This design comes from an exercise in tuning for small area and a short achievable clock period on the open sky130 flow, not from production work.
Only simulation tests tie the RTL to the original design; equivalence was not proved.
Power is estimated from default activity; no workload was simulated.

===== flow/flow/run.sh =====
#!/bin/bash
set -euo pipefail
export BUFFER_PORTS_ARGS="-buffer_cell sky130_fd_sc_hd__buf_2"
export CTS_ARGS="-sink_clustering_enable -repair_clock_nets -dont_use_dummy_load -buf_list {sky130_fd_sc_hd__clkbuf_4 sky130_fd_sc_hd__clkbuf_8 sky130_fd_sc_hd__clkbuf_16} -sink_clustering_size 25 -sink_clustering_max_diameter 100"
bash standard.sh > flow.log 2>&1

===== flow/standard.sh =====
#!/bin/bash
# synth_recipe.tcl (not shown) runs the flow's synth.tcl, then flattens the netlist and writes it again
# the make line also repeats each setting of config.mk as NAME=value (left out here)
make -C /OpenROAD-flow-scripts/flow DESIGN_CONFIG=/design/flow/config.mk WORK_HOME=/design/flow/orfs CLKGATE_MAP_FILE= SYNTH_SCRIPT=/design/flow/synth_recipe.tcl "${@:-finish}"

===== flow/config.mk =====
export PLATFORM = sky130hd
export DESIGN_NAME = reg_32x32
export DESIGN_NICKNAME = reg_32x32
export VERILOG_FILES = /design/flow/design.v
export SDC_FILE = /design/flow/constraint.sdc
export NUM_CORES = 4
export LEC_CHECK = 0
export CAP_MARGIN = 10
export CORE_MARGIN = 2
export CORE_UTILIZATION = 45
export SETUP_SLACK_MARGIN = 3.3
export SLEW_MARGIN = 10
export SYNTH_HIERARCHICAL = 1
export TNS_END_PERCENT = 10

===== flow/constraint.sdc =====
create_clock -name core_clock -period 9.0 [get_ports {clk}]
set_input_delay 1.8000 -clock core_clock [delete_from_list [all_inputs] [get_ports {clk}]]
set_output_delay 1.8000 -clock core_clock [all_outputs]
set_load 0.01 [all_outputs]

===== flow/design.v =====
`timescale 1ns / 1ps
module rf_inv(a, y);
	input a;
	output y;
	assign y = !a;
endmodule
module rf_nand2(a, b, y);
	input a, b;
	output y;
	assign y = !(a & b);
endmodule
module rf_nand3(a, b, c, y);
	input a, b, c;
	output y;
	assign y = !(a & b & c);
endmodule
module rf_nand4(a, b, c, d, y);
	input a, b, c, d;
	output y;
	assign y = !(a & b & c & d);
endmodule
module rf_nor2(a, b, y);
	input a, b;
	output y;
	assign y = !(a | b);
endmodule
module rf_nor3(a, b, c, y);
	input a, b, c;
	output y;
	assign y = !(a | b | c);
endmodule
module rf_xnor2(a, b, y);
	input a, b;
	output y;
	assign y = !(a ^ b);
endmodule
module rf_pdec2(a, an, yn);
	input [1:0] a, an;
	output [3:0] yn;
	genvar k;
	generate for (k = 0; k < 4; k = k + 1) begin : g
		rf_nand2 n(.a(k[0] ? a[0] : an[0]), .b(k[1] ? a[1] : an[1]), .y(yn[k]));
	end endgenerate
endmodule
module rf_pdec3(a, an, yn);
	input [2:0] a, an;
	output [7:0] yn;
	genvar k;
	generate for (k = 0; k < 8; k = k + 1) begin : g
		rf_nand3 n(.a(k[0] ? a[0] : an[0]), .b(k[1] ? a[1] : an[1]),
		           .c(k[2] ? a[2] : an[2]), .y(yn[k]));
	end endgenerate
endmodule
module rf_pdec3e(e, a, an, yn);
	input e;
	input [2:0] a, an;
	output [7:0] yn;
	genvar k;
	generate for (k = 0; k < 8; k = k + 1) begin : g
		rf_nand4 n(.a(e), .b(k[0] ? a[0] : an[0]), .c(k[1] ? a[1] : an[1]),
		           .d(k[2] ? a[2] : an[2]), .y(yn[k]));
	end endgenerate
endmodule
module rf_rdsel(A, RW, WE, wnz, we, sel);
	input [4:0] A, RW;
	input WE, wnz;
	input [31:1] we;
	output [31:0] sel;
	wire [4:0] An, eq;
	wire [3:0] lo;
	wire [7:0] hi;
	wire h1, h2;
	genvar i, r;
	generate for (i = 0; i < 5; i = i + 1) begin : b
		rf_inv inv(.a(A[i]), .y(An[i]));
		rf_xnor2 x(.a(A[i]), .b(RW[i]), .y(eq[i]));
	end endgenerate
	rf_pdec2 pl(.a(A[1:0]), .an(An[1:0]), .yn(lo));
	rf_pdec3 ph(.a(A[4:2]), .an(An[4:2]), .yn(hi));
	generate for (r = 1; r < 32; r = r + 1) begin : s
		rf_nor3 n(.a(lo[r % 4]), .b(hi[r / 4]), .c(we[r]), .y(sel[r]));
	end endgenerate
	rf_nand3 n1(.a(eq[0]), .b(eq[1]), .c(eq[2]), .y(h1));
	rf_nand4 n2(.a(eq[3]), .b(eq[4]), .c(WE), .d(wnz), .y(h2));
	rf_nor2 n3(.a(h1), .b(h2), .y(sel[0]));
endmodule
module rf_or8(s, d, y);
	input [7:0] s, d;
	output y;
	assign y = |(s & d);
endmodule
module rf_rdbit(sel, d, y);
	input [31:0] sel, d;
	output y;
	wire [3:0] o;
	wire [1:0] p;
	genvar k;
	generate for (k = 0; k < 4; k = k + 1) begin : n
		rf_or8 x(.s(sel[8*k+7:8*k]), .d(d[8*k+7:8*k]), .y(o[k]));
	end endgenerate
	rf_nor2 r0(.a(o[0]), .b(o[1]), .y(p[0]));
	rf_nor2 r1(.a(o[2]), .b(o[3]), .y(p[1]));
	rf_nand2 f(.a(p[0]), .b(p[1]), .y(y));
endmodule
module reg_32x32(clk,WE,RA,RB,RW,busA,busB,busW
    );
	input clk,WE;
	input [4:0]RA,RB,RW;
	input [31:0]busW;
	output [31:0]busA,busB;
	wire [4:0] RWn;
	wire z1, z2, wnz;
	wire [3:0] wlo;
	wire [7:0] whi;
	wire [31:1] we;
	wire [31:0] selA, selB;
	genvar i, r, j;
	generate for (i = 0; i < 5; i = i + 1) begin : wb
		rf_inv inv(.a(RW[i]), .y(RWn[i]));
	end endgenerate
	rf_pdec2 wpl(.a(RW[1:0]), .an(RWn[1:0]), .yn(wlo));
	rf_pdec3e wph(.e(WE), .a(RW[4:2]), .an(RWn[4:2]), .yn(whi));
	rf_nor3 wz1(.a(RW[0]), .b(RW[1]), .c(RW[2]), .y(z1));
	rf_nor2 wz2(.a(RW[3]), .b(RW[4]), .y(z2));
	rf_nand2 wz(.a(z1), .b(z2), .y(wnz));
	reg [31:0] file_array [31:1];
	always @(posedge clk)
		if (WE && (RW != 0)) file_array[RW] <= busW;
	generate for (r = 1; r < 32; r = r + 1) begin : g
		wire [31:0] q = file_array[r];
		rf_nor2 w(.a(wlo[r % 4]), .b(whi[r / 4]), .y(we[r]));
	end endgenerate
	rf_rdsel sa(.A(RA), .RW(RW), .WE(WE), .wnz(wnz), .we(we), .sel(selA));
	rf_rdsel sb(.A(RB), .RW(RW), .WE(WE), .wnz(wnz), .we(we), .sel(selB));
	generate for (j = 0; j < 32; j = j + 1) begin : b
		wire [31:0] col;
		assign col[0] = busW[j];
		for (r = 1; r < 32; r = r + 1) begin : c
			assign col[r] = g[r].q[j];
		end
		rf_rdbit ra(.sel(selA), .d(col), .y(busA[j]));
		rf_rdbit rb(.sel(selB), .d(col), .y(busB[j]));
	end endgenerate
endmodule

==> results of run 1 <==
==> modules after synthesis, one instance, submodules excluded, a selection <==
| module | area (µm²) | cells | flip-flops and latches |
|---|---|---|---|
| reg_32x32 | 30000 | 1038 | 992 |
| rf_or8 | 36.3 | 5 | 0 |
| rf_nor3 | 10.0 | 1 | 0 |
| rf_nand4 | 6.26 | 1 | 0 |
| rf_nand3 | 5.00 | 1 | 0 |
| rf_inv | 3.75 | 1 | 0 |
==> path summary, 6_finish.rpt <==
check | slack [ps] | end | startpoint | cells after the start
worst max-delay path | 3240 | busB[23] | RW[0] | 12
worst min-delay path | 1720 | file_array[12][20]$_DFFE_PP_ | busW[20] | 1
==> metal layers <==
layer  GRT usage, %  wire (µm)
met5              0         77
met3           7.71      20200
met1           42.0      55400
met2           51.1      71700
met4           13.6       7980
==> logic make-up (layout without fill, tap and decap cells) <==
family                 Yosys count  after routing  share of synthesized area (%)
other                            0              3                              0
AO/OA/AOI/OAI                 1024           1024                           18.7
buffers and inverters           18            351                          0.164
AND/OR/NAND/NOR                629            629                           8.50
flip-flops                     992            992                           72.4
XOR/XNOR                        10             10                          0.213
==> power breakdown <==
group / internal, mW / leakage (nW) / switching [mW] / total [mW]
Sequential: 5.13 / 8.94 / 0.0265 / 5.16
Clock: 0.917 / 0.567 / 1.36 / 2.28
Combinational: 0.183 / 4.62 / 0.499 / 0.681
==> cell usage after synthesis <==
cell       count
edfxtp_1     992
xnor2_1       10
nand3_1       18
nand2_1       78
nor2_1       193
nand4b_1       3
nand2b_1       2
or4b_1         1
nor3_2        63
nand4_1      267
inv_1         15
or2_2          1
a22oi_1     1024
nand4bb_1      3
clkbuf_1       3
==> layout make-up <==
cell class                      instances  share of cell area, %
Multi-Input combinational cell       1663                   26.9
Tap cell                             1176                   3.07
Sequential cell                       992                   62.2
Clock buffer                           46                   2.40
Timing Repair Buffer                  290                   5.30
Antenna cell                            3                 0.0157
Inverter                               15                  0.133
==> per-stage QoR <==
stage / std cells / utilization, % / setup slack (ps) / hold WS, ps
2_1_floorplan: 2673 / - / 3580 / 1900
3_3_place_gp: 4059 / 49.4 / 2570 / 2330
6_report: 4185 / 53.0 / 3240 / 1720
4_1_cts: 4172 / 52.2 / 3250 / 1680
3_5_place_dp: 4059 / 49.4 / 2470 / 2360
5_1_grt: 4182 / 53.0 / 3230 / 1710
==> critical path, cell delays in order <==
cell and delay, ps:
buf_4 190, inv_2 140, nand2_4 170, nor2_4 210
nor3_4 60, buf_4 180, buf_4 160, a22oi_1 220
nand4_1 230, nor2_1 290, nand2_1 120, buf_2 160
==> timing repair <==
action	4_1_cts	5_1_grt
setup buffers	67	8
hold buffers	0	0
endpoints found under the setup margin	64	64
gates resized for setup	214	149
pin swaps	55	74
cloned	0	2
==> impl_metrics.toml, run 1 <==
[synth]
ys_types = 15
synth_warnings = 7
yosys.area.top_type = "edfxtp_1"
syn-mean-instance-area_um2 = 15.4
netlist_instances = 2673
syn_area_um2 = 41100
syn_nets = 2722
synth.area.top_cells = "edfxtp_1 72%, a22oi_1 19%, nand4_1 4.1%, nor2_1 1.8%, nor3_2 1.5%"
synth_top_area_share_pct = 72.4
ys_ff_latch = 992
yosysSeqAreaShare_pct = 72.4

[clock_tree]
cts_tree = "built"
htreeDepth = 2
cts_inserted_buffers = 46
clockBufferDepth = 3
cts_sinks = 992
root_buffer = "clkbuf_16"
clk_pin_slew_worst_paths_ps = 100

[floorplan]
io_pins = 113
initial_core_util_pct = 45.6
core_area_um2 = 90300
die_h_um = 306
dieArea_um2 = 93800
die_w_um = 306
rows = 110

[finish]
largest_register_ffs = 992
area_delta_synth_final_pct = 16.4
regMostFlops = "file_array"
nNetsFinal = 3057
reg_top3 = "file_array x992"
seqCellArea_um2 = 29800
stdcell_area_um2 = 47900
drive_above_1_share_pct = 20.1
most-common-layout-cells = "992 x a22oi_1, 992 x edfxtp_1, 267 x nand4_1"
multi_input_area_um2 = 12900
fill_cells = 7273

[route]
dr.pass1.iters = 6
routed_wl_um = 155000
drt_iter0_drc = 5010
drc_errors = 0
num_vias = 31200
antenna_left = 0
post_drt_wl_per_cell_um = 37.1
via_per_inst = 7.44

[power]
ir_drop_mv = 0.107
p_per_area_nw_per_um2 = 170
p_leak_nw = 14.1
power_mw = 8.12

[placement]
dpl-instance-area_um2 = 44600
dpl.hpwl_um = 86800
gp_congestion = 0.885
port_buffers = 112

[worst_setup_path]
end_kind = "output port"
cp-start-kind = "primary input"
worstSetupPathType = "in -> out"
crit_path_max_fanout = 14
worstPathArrival_ps = 3960
crit_required_ps = 7200

[timing]
clock.fmax_ghz = 0.174
slew-limit-headroom_pct = 34.2
finalHoldViolations = 0
rsz0062_at_grt = "true"
tns_ps = 0
period_needed_ps = 5760
setup_viol = 0
tightest_slew_ps = 988
drv_slew = 0
fin_crit_sh_pct = 64.0

[grt]
grt_pass1_wl_um = 215000
grt_max_degree = 34
grt-ovfl-total = 0
antenna_found_initial = 11
grt_use_total_pct = 32.0
grt_pass1_vias = 30100

[status]
status = "complete, no violations"

[worst_hold_path]
hold_class = "in -> reg"

[flow_run]
max_cap_violations = 0
==> inputs of run 2 (changes only) <==
--- a/flow/design.v
+++ b/flow/design.v
@@ -78,6 +78,9 @@
 	rf_pdec2 pl(.a(A[1:0]), .an(An[1:0]), .yn(lo));
 	rf_pdec3 ph(.a(A[4:2]), .an(An[4:2]), .yn(hi));
+	wire [31:1] s1, s2;
 	generate for (r = 1; r < 32; r = r + 1) begin : s
-		rf_nor3 n(.a(lo[r % 4]), .b(hi[r / 4]), .c(we[r]), .y(sel[r]));
+		rf_nor3 n(.a(lo[r % 4]), .b(hi[r / 4]), .c(we[r]), .y(s1[r]));
+		rf_inv i1(.a(s1[r]), .y(s2[r]));
+		rf_inv i2(.a(s2[r]), .y(sel[r]));
 	end endgenerate
 	rf_nand3 n1(.a(eq[0]), .b(eq[1]), .c(eq[2]), .y(h1));
--- a/flow/config.mk
+++ b/flow/config.mk
@@ -12,3 +12,2 @@
 export SLEW_MARGIN = 10
 export SYNTH_HIERARCHICAL = 1
-export TNS_END_PERCENT = 10
==> run 2 against run 1 <==
Sequential power hardly changed; non-clock buffer count is 19 higher; flip-flop and latch count stayed put; clock power hardly changed; wire length is 3.9% higher; first-iteration DRC count is 12% higher; fmax is 1.6% lower; final cell count is 3.6% higher; worst setup slack worse by 93 ps; sequential share of layout area is 1.3 points lower; global-route usage is 0.57 points higher; largest power group unchanged.
==> impl_metrics.toml, run 2 <==
[status]
status = "complete, no violations"

[route]
num_vias = 32100
routed_wl_um = 162000
antenna_left = 0
drt_iter0_drc = 5613
via_per_inst = 7.39
post_drt_wl_per_cell_um = 37.2
drc_errors = 0
dr.pass1.iters = 7

[synth]
synth_ff_type = "edfxtp_1"
ys_ff_latch = 992
synth_warnings = 7
synth_common_cells = "1024 x a22oi_1, 992 x edfxtp_1, 267 x nand4_1"
syn_area_um2 = 41600
yosys.area.top_type = "edfxtp_1"
ys_types = 15
synth_top_area_share_pct = 71.6
netlist_instances = 2797
synth_edf_count = 992
synth.area.top_cells = "edfxtp_1 72%, a22oi_1 18%, nand4_1 4.0%, nor2_1 1.7%, nor3_2 1.5%"
syn_nets = 2846
yosysSeqAreaShare_pct = 71.6
synth.most_common_cell = "a22oi_1"
syn-mean-instance-area_um2 = 14.9
synth-async-reset-ratio_pct = 0

[finish]
reg_top3 = "file_array x992"
fin_cells = 4337
drive_above_1_share_pct = 23.0
nNetsFinal = 3200
largest_register_ffs = 992
area_delta_synth_final_pct = 17.6
most-common-layout-cells = "992 x edfxtp_1, 971 x a22oi_1, 267 x nand4_1"
regMostFlops = "file_array"
fill_cells = 7408
final_common_cell = "edfxtp_1"

[worst_setup_path]
crit_slowest_cell = "nand4_1"
path_cells = "buf_12, inv_8, nand4_1, buf_6, nor2_4, nor3_2, inv_1, clkinvlp_4, buf_12, buf_4, a22oi_2, nand4_1, nor2_2, nand2_1, buf_2"
crit_path_max_fanout = 9
worstSetupPathType = "in -> out"
cp-start-kind = "primary input"
worstSetupEndpoint = "busA[5]"
crit_required_ps = 7200
worstPathArrival_ps = 4050
critPathMaxStageDelay_ps = 360
end_kind = "output port"
crit_start = "RW[4]"

[clock_tree]
clk_pin_slew_worst_paths_ps = 100
clockBufferDepth = 3
cts_hold_buf = 0
cts_tree = "built"
root_buffer = "clkbuf_16"
htreeDepth = 2
cts_sinks = 992
cts_inserted_buffers = 45

[grt]
grt-ovfl-total = 0
grt_max_degree = 34
grt_use_total_pct = 32.5
grt_pass1_vias = 30800
grt_pass1_wl_um = 221000
antenna_found_initial = 7

[timing]
fin_crit_sh_pct = 65.0
period_needed_ps = 5850
clock.fmax_ghz = 0.171
drv_slew = 0
finalHoldViolations = 0
rsz0062_at_grt = "true"
tns_ps = 0
slew-limit-headroom_pct = 27.9
setup_viol = 0
tightest_slew_ps = 1080

[floorplan]
dieArea_um2 = 94900
io_pins = 113
die_w_um = 308
core_area_um2 = 91700
die_h_um = 308
initial_core_util_pct = 45.4
rows = 111

[power]
switching_share_pct = 23.6
p_per_area_nw_per_um2 = 167
seqPwrFrac_pct = 63.3
p_int_mw = 6.24
combPwrFrac_pct = 8.7
p_sw_mw = 1.92
ir_drop_mv = 0.152
p_leak_nw = 14.7
p_clk_share_pct = 28.1

[placement]
port_buffers = 112
dpl.hpwl_um = 88900
dp_cells = 4189
gp_congestion = 0.977

[worst_hold_path]
hold_depth = 1
hold_class = "in -> reg"

[flow_run]
max_cap_violations = 0
-- run 2: changes by cell type in the layout (fill, tap and decap cells not counted), moves of 21 or more --
cell | previous run | this run
a22oi_1 | 992 | 971
inv_2 | 2 | 23
nor2_2 | 25 | 60
nor3_4 | 62 | 1
inv_1 | 10 | 80
nor3_2 | 1 | 62
a22oi_2 | 32 | 53
-- run 2: metrics by stage --
| step | hold slack, ps | setup WS (ps) | area, µm² | util, % | power (mW) |
|---|---|---|---|---|---|
| global route | 1720 | 3180 | 48900 | 53.4 | 8.32 |
| CTS | 1670 | 3300 | 47300 | 51.6 | 8.08 |
| floorplan | 1900 | 3650 | 41600 | - | 5.49 |
| global placement | 2320 | 2510 | 44600 | 48.7 | 5.84 |
| detailed placement | 2350 | 2560 | 44600 | 48.7 | 5.85 |
| finish | 1710 | 3150 | 48900 | 53.4 | 8.16 |
-- run 2: cells by family (layout without fill, tap and decap cells) --
logic type	count (synthesis)	count (layout)	synth area share (%)
compound gates	1024	1024	18.5
buf+inv	142	494	1.28
xor+xnor	10	10	0.211
other cells	0	2	0
simple gates	629	629	8.41
flops	992	992	71.6
-- run 2: area by class of cell --
cell class | count | area (µm²) | area share, %
well taps | 1186 | 1480 | 3.03
multi-input cells | 1663 | 12600 | 25.7
diodes | 2 | 5.00 | 0.0102
repair inverters | 1 | 8.76 | 0.0179
repair buffers | 309 | 3210 | 6.57
flip-flops and latches | 992 | 29800 | 60.9
clock buffers | 45 | 1130 | 2.30
inverters | 139 | 698 | 1.43
-- run 2: timing repair --
action,CTS,global route
gates resized for setup,303,218
pin swaps,69,128
gates cloned,6,17
setup buffers,41,37
endpoints found under the setup margin,64,64
-- run 2: worst min-delay path by stage --
stage                         from                      endpoint  slack (ps)
final                     busW[22]  file_array[16][22]$_DFFE_PP_        1710
after global routing      busW[31]  file_array[24][31]$_DFFE_PP_        1720
after CTS                 busW[27]   file_array[1][27]$_DFFE_PP_        1670
after detailed placement  busW[18]   file_array[5][18]$_DFFE_PP_        2350
after global placement    busW[27]   file_array[4][27]$_DFFE_PP_        2320
after floorplan            busW[0]   file_array[10][0]$_DFFE_PP_        1900
-- run 2: per-layer routing --
layer  wire (µm)  global-route usage, %  up-vias
met5          42                      0        -
met4        9360                   16.4        6
met3       20200                   7.53      629
met2       74600                   51.2     2774
met1       57400                   42.5    16000
li1            -                      -    12700
-- run 2: per-module statistics from Yosys (local to each module, per instance), excerpt --
| module | copies in the design | cells inside | area, µm² | flops+latches |
|---|---|---|---|---|
| rf_nand3 | 18 | 1 | 5.00 | 0 |
| rf_nand2 | 77 | 1 | 3.75 | 0 |
| rf_inv | 139 | 1 | 3.75 | 0 |
| rf_xnor2 | 10 | 1 | 8.76 | 0 |
| rf_nor2 | 162 | 1 | 3.75 | 0 |
| reg_32x32 | 1 | 1038 | 30000 | 992 |
| rf_or8 | 256 | 5 | 36.3 | 0 |
| rf_nand4 | 10 | 1 | 6.26 | 0 |
| rf_nor3 | 63 | 1 | 10.0 | 0 |
-- run 2: worst max-delay path: cells and delay by family --
kind | cells | cell delay (ps)
buf+inv | 8 | 1000
simple gates | 6 | 1060
compound gates | 1 | 160
-- run 2: power groups by stage --
stage | clock (mW) | combinational [mW] | sequential [mW]
6_report | 2.29 | 0.709 | 5.16
5_1_grt | 2.42 | 0.729 | 5.17
4_1_cts | 2.29 | 0.635 | 5.16
3_5_place_dp | 0 | 0.580 | 5.27
3_3_place_gp | 0 | 0.572 | 5.26
2_1_floorplan | 0 | 0.232 | 5.26
==> inputs of run 3 (changes only) <==
--- a/flow/design.v
+++ b/flow/design.v
@@ -78,9 +78,6 @@
 	rf_pdec2 pl(.a(A[1:0]), .an(An[1:0]), .yn(lo));
 	rf_pdec3 ph(.a(A[4:2]), .an(An[4:2]), .yn(hi));
-	wire [31:1] s1, s2;
 	generate for (r = 1; r < 32; r = r + 1) begin : s
-		rf_nor3 n(.a(lo[r % 4]), .b(hi[r / 4]), .c(we[r]), .y(s1[r]));
-		rf_inv i1(.a(s1[r]), .y(s2[r]));
-		rf_inv i2(.a(s2[r]), .y(sel[r]));
+		rf_nor3 n(.a(lo[r % 4]), .b(hi[r / 4]), .c(we[r]), .y(sel[r]));
 	end endgenerate
 	rf_nand3 n1(.a(eq[0]), .b(eq[1]), .c(eq[2]), .y(h1));
==> flow/run.sh (new file) <==
#!/bin/bash
# synth_recipe.tcl (not shown) runs the flow's synth.tcl, then flattens the netlist and writes it again
# the make line also repeats each setting of config.mk as NAME=value (left out here)
make -C /OpenROAD-flow-scripts/flow DESIGN_CONFIG=/design/flow/config.mk WORK_HOME=/design/flow/orfs CLKGATE_MAP_FILE= SYNTH_SCRIPT=/design/flow/synth_recipe.tcl finish
--- a/flow/config.mk
+++ b/flow/config.mk
@@ -9,4 +9,7 @@
 export CORE_MARGIN = 2
 export CORE_UTILIZATION = 45
+export CTS_BUF_LIST = sky130_fd_sc_hd__clkbuf_4 sky130_fd_sc_hd__clkbuf_8 sky130_fd_sc_hd__clkbuf_16
+export CTS_CLUSTER_DIAMETER = 100
+export CTS_CLUSTER_SIZE = 25
 export SETUP_SLACK_MARGIN = 3.3
 export SLEW_MARGIN = 10
removed: flow/flow/run.sh
removed: flow/standard.sh
==> run 3 against run 2 <==
Wire length fell by 2.5%; die area shrank 1.1%; worst setup slack worse by 41 ps; global-route usage is 0.096 points lower; first-iteration DRC count shrank 21%; clock-buffer cell count grew 2; clock power is essentially flat; combinational power is 8.7% higher; largest cell class unchanged; final cell count is 2.1% lower; critical path depth shrank 5.
==> impl_metrics.toml, run 3 <==
[status]
status = "complete, no violations"

[route]
num_vias = 31100
antenna_left = 0
dr.pass1.iters = 6
via_per_inst = 7.34
post_drt_wl_per_cell_um = 37.1
drc_errors = 0
routed_wl_um = 158000
drt_iter0_drc = 4461

[synth]
ys_ff_latch = 992
yosys.area.top_type = "edfxtp_1"
ys_types = 15
yosysSeqAreaShare_pct = 72.4
synth.most_common_cell = "a22oi_1"
synth_ff_type = "edfxtp_1"
synth_warnings = 7
syn_nets = 2722
syn_area_um2 = 41100
synth_edf_count = 992
synth_common_cells = "1024 x a22oi_1, 992 x edfxtp_1, 267 x nand4_1"
syn-mean-instance-area_um2 = 15.4
synth.area.top_cells = "edfxtp_1 72%, a22oi_1 19%, nand4_1 4.1%, nor2_1 1.8%, nor3_2 1.5%"
netlist_instances = 2673
synth-async-reset-ratio_pct = 0
synth_top_area_share_pct = 72.4

[floorplan]
core_area_um2 = 90300
dieArea_um2 = 93800
die_h_um = 306
rows = 110
die_w_um = 306
initial_core_util_pct = 45.6
io_pins = 113

[clock_tree]
clockBufferDepth = 3
root_buffer = "clkbuf_16"
cts_tree = "built"
cts_hold_buf = 0
cts_sinks = 992
htreeDepth = 2
cts_inserted_buffers = 45
clk_pin_slew_worst_paths_ps = 100

[finish]
area_delta_synth_final_pct = 21.8
regMostFlops = "file_array"
drive_above_1_share_pct = 23.1
nNetsFinal = 3114
fill_cells = 7040
most-common-layout-cells = "992 x edfxtp_1, 938 x a22oi_1, 267 x nand4_1"
reg_top3 = "file_array x992"
final_common_cell = "edfxtp_1"
stdcell_area_um2 = 50100
largest_register_ffs = 992
antenna_cells = 0

[timing]
fin_crit_sh_pct = 65.5
slew-limit-headroom_pct = 14.8
clock.fmax_ghz = 0.170
setup_ws_ps = 3110
tightest_slew_ps = 1280
holdWs_ps = 1740
period_needed_ps = 5890
tns_ps = 0
setup_viol = 0
drv_slew = 0
rsz0062_at_grt = "true"
finalHoldViolations = 0

[flow_run]
max_cap_violations = 0

[grt]
grt_pass1_vias = 30500
grt-ovfl-total = 0
grt_pass1_wl_um = 219000
antenna_found_initial = 2
grt_use_total_pct = 32.4
grt_max_degree = 34

[power]
p_leak_nw = 14.7
p_per_area_nw_per_um2 = 165
ir_drop_mv = 0.117

[placement]
dpl.hpwl_um = 83900
dpl-instance-area_um2 = 45300
port_buffers = 112
pre_cts_slack_ps = 1790
gp_congestion = 0.911

[worst_hold_path]
hold_class = "in -> reg"

[worst_setup_path]
crit_required_ps = 7200
worstPathArrival_ps = 4090
worstSetupPathType = "in -> out"
crit_path_max_fanout = 8
end_kind = "output port"
cp-start-kind = "primary input"
-- run 3: final cells by class --
cell class | count | area, µm² | share of cell area (%)
tap | 1176 | 1470 | 2.94
sequential | 992 | 29800 | 59.5
clock buffer | 47 | 1180 | 2.35
clock inverter | 3 | 21.3 | 0.0425
multi-input combinational | 1665 | 13500 | 26.9
inverter | 15 | 121 | 0.242
timing repair buffer | 346 | 4040 | 8.07
-- run 3: worst paths after layout --
check | start | end | slack (ps) | cells past startpoint
max | RB[3] | busB[5] | 3110 | 10
min | busW[6] | file_array[29][6]$_DFFE_PP_ | 1740 | 1
-- run 3: power breakdown --
group	internal (mW)	switching, mW
sequential	5.13	0.0269
clock	0.940	1.38
combinational	0.241	0.530
total	6.31	1.94
-- run 3: cell families (layout without fill, tap and decap cells) --
logic type | Yosys count | after routing | share of synthesized area, %
simple gates | 629 | 631 | 8.50
buf+inv | 18 | 411 | 0.164
xor+xnor | 10 | 10 | 0.213
flops | 992 | 992 | 72.4
compound gates | 1024 | 1024 | 18.7
-- run 3: Yosys stat by module, one instance, submodules excluded, excerpt --
module     flip-flops and latches  copies in the design
rf_inv                          0                    15
rf_nor2                         0                   162
rf_xnor2                        0                    10
rf_nand2                        0                    77
reg_32x32                     992                     1
rf_or8                          0                   256
rf_nand3                        0                    18
-- run 3: worst max-delay path, cell delays in order --
cell and delay, ps:
clkdlybuf4s18_2 400, nand3_4 260, nor3_4 550, buf_4 230
buf_6 170, a22oi_2 100, nand4_1 180, nor2_2 100
nand2_2 130, buf_2 150
-- run 3: repair_timing --
| item | CTS | global route |
|---|---|---|
| pin swaps | 177 | 129 |
| resized for setup | 693 | 173 |
| gates cloned | 13 | 7 |
| buffers inserted | 62 | 25 |
| endpoints found under the setup margin | 64 | 63 |
-- run 3: metrics by stage --
| stage | utilization (%) | total power [mW] | std cells |
|---|---|---|---|
| floorplan | - | 5.49 | 2673 |
| global route | 55.5 | 8.43 | 4244 |
| finish | 55.5 | 8.26 | 4244 |
| detailed placement | 50.2 | 5.92 | 4086 |
| CTS | 54.6 | 8.22 | 4211 |
| global placement | 50.2 | 5.90 | 4086 |
-- run 3: metal layers --
| metal | track usage (%) | share of wire, % | vias up |
|---|---|---|---|
| met5 | 0 | 0.0083 | - |
| met4 | 15.1 | 5.6 | 2 |
| met3 | 7.38 | 12 | 509 |
| met2 | 52.2 | 47 | 2398 |
| met1 | 42.0 | 36 | 15700 |
| li1 | - | - | 12600 |

[afterwards: timing with drivers on the ports]
No port has a modelled driver above. Below, the same layouts with a new extraction and two added sets of constraints. Step 1 (the two cells are an assumption about what drives the block):
set clk [get_ports {clk}]
set_driving_cell -lib_cell sky130_fd_sc_hd__clkbuf_16 $clk
set_driving_cell -lib_cell sky130_fd_sc_hd__buf_2 [delete_from_list [all_inputs] $clk]
Step 2 adds t to the input delays and takes it off the output delays; t is the mean of the earliest and latest rising clock arrival at the registers after step 1. Input paths then give back, and output paths get back, about the clock's delay inside the block. a / b / c = ideal / step 1 / step 2; a / b = the first two.
| run | shift t [ns] | setup WS [ns] | latest minus earliest clock arrival (ns) | slew at the worst register clock pin (ns) |
|---|---|---|---|---|
| run 1 | 0.681 | 3.241 / 3.216 / 3.216 | 0.062 / 0.062 | 0.10 / 0.10 |
| run 2 | 0.698 | 3.148 / 3.065 / 3.065 | 0.043 / 0.043 | 0.10 / 0.10 |
| run 3 | 0.696 | 3.107 / 3.065 / 3.065 | 0.044 / 0.043 | 0.11 / 0.11 |
After both steps every run listed still meets setup and hold. The setup slack of run 2, which loses most, moves by -0.083 ns with the drivers and by -0.083 ns with both steps.
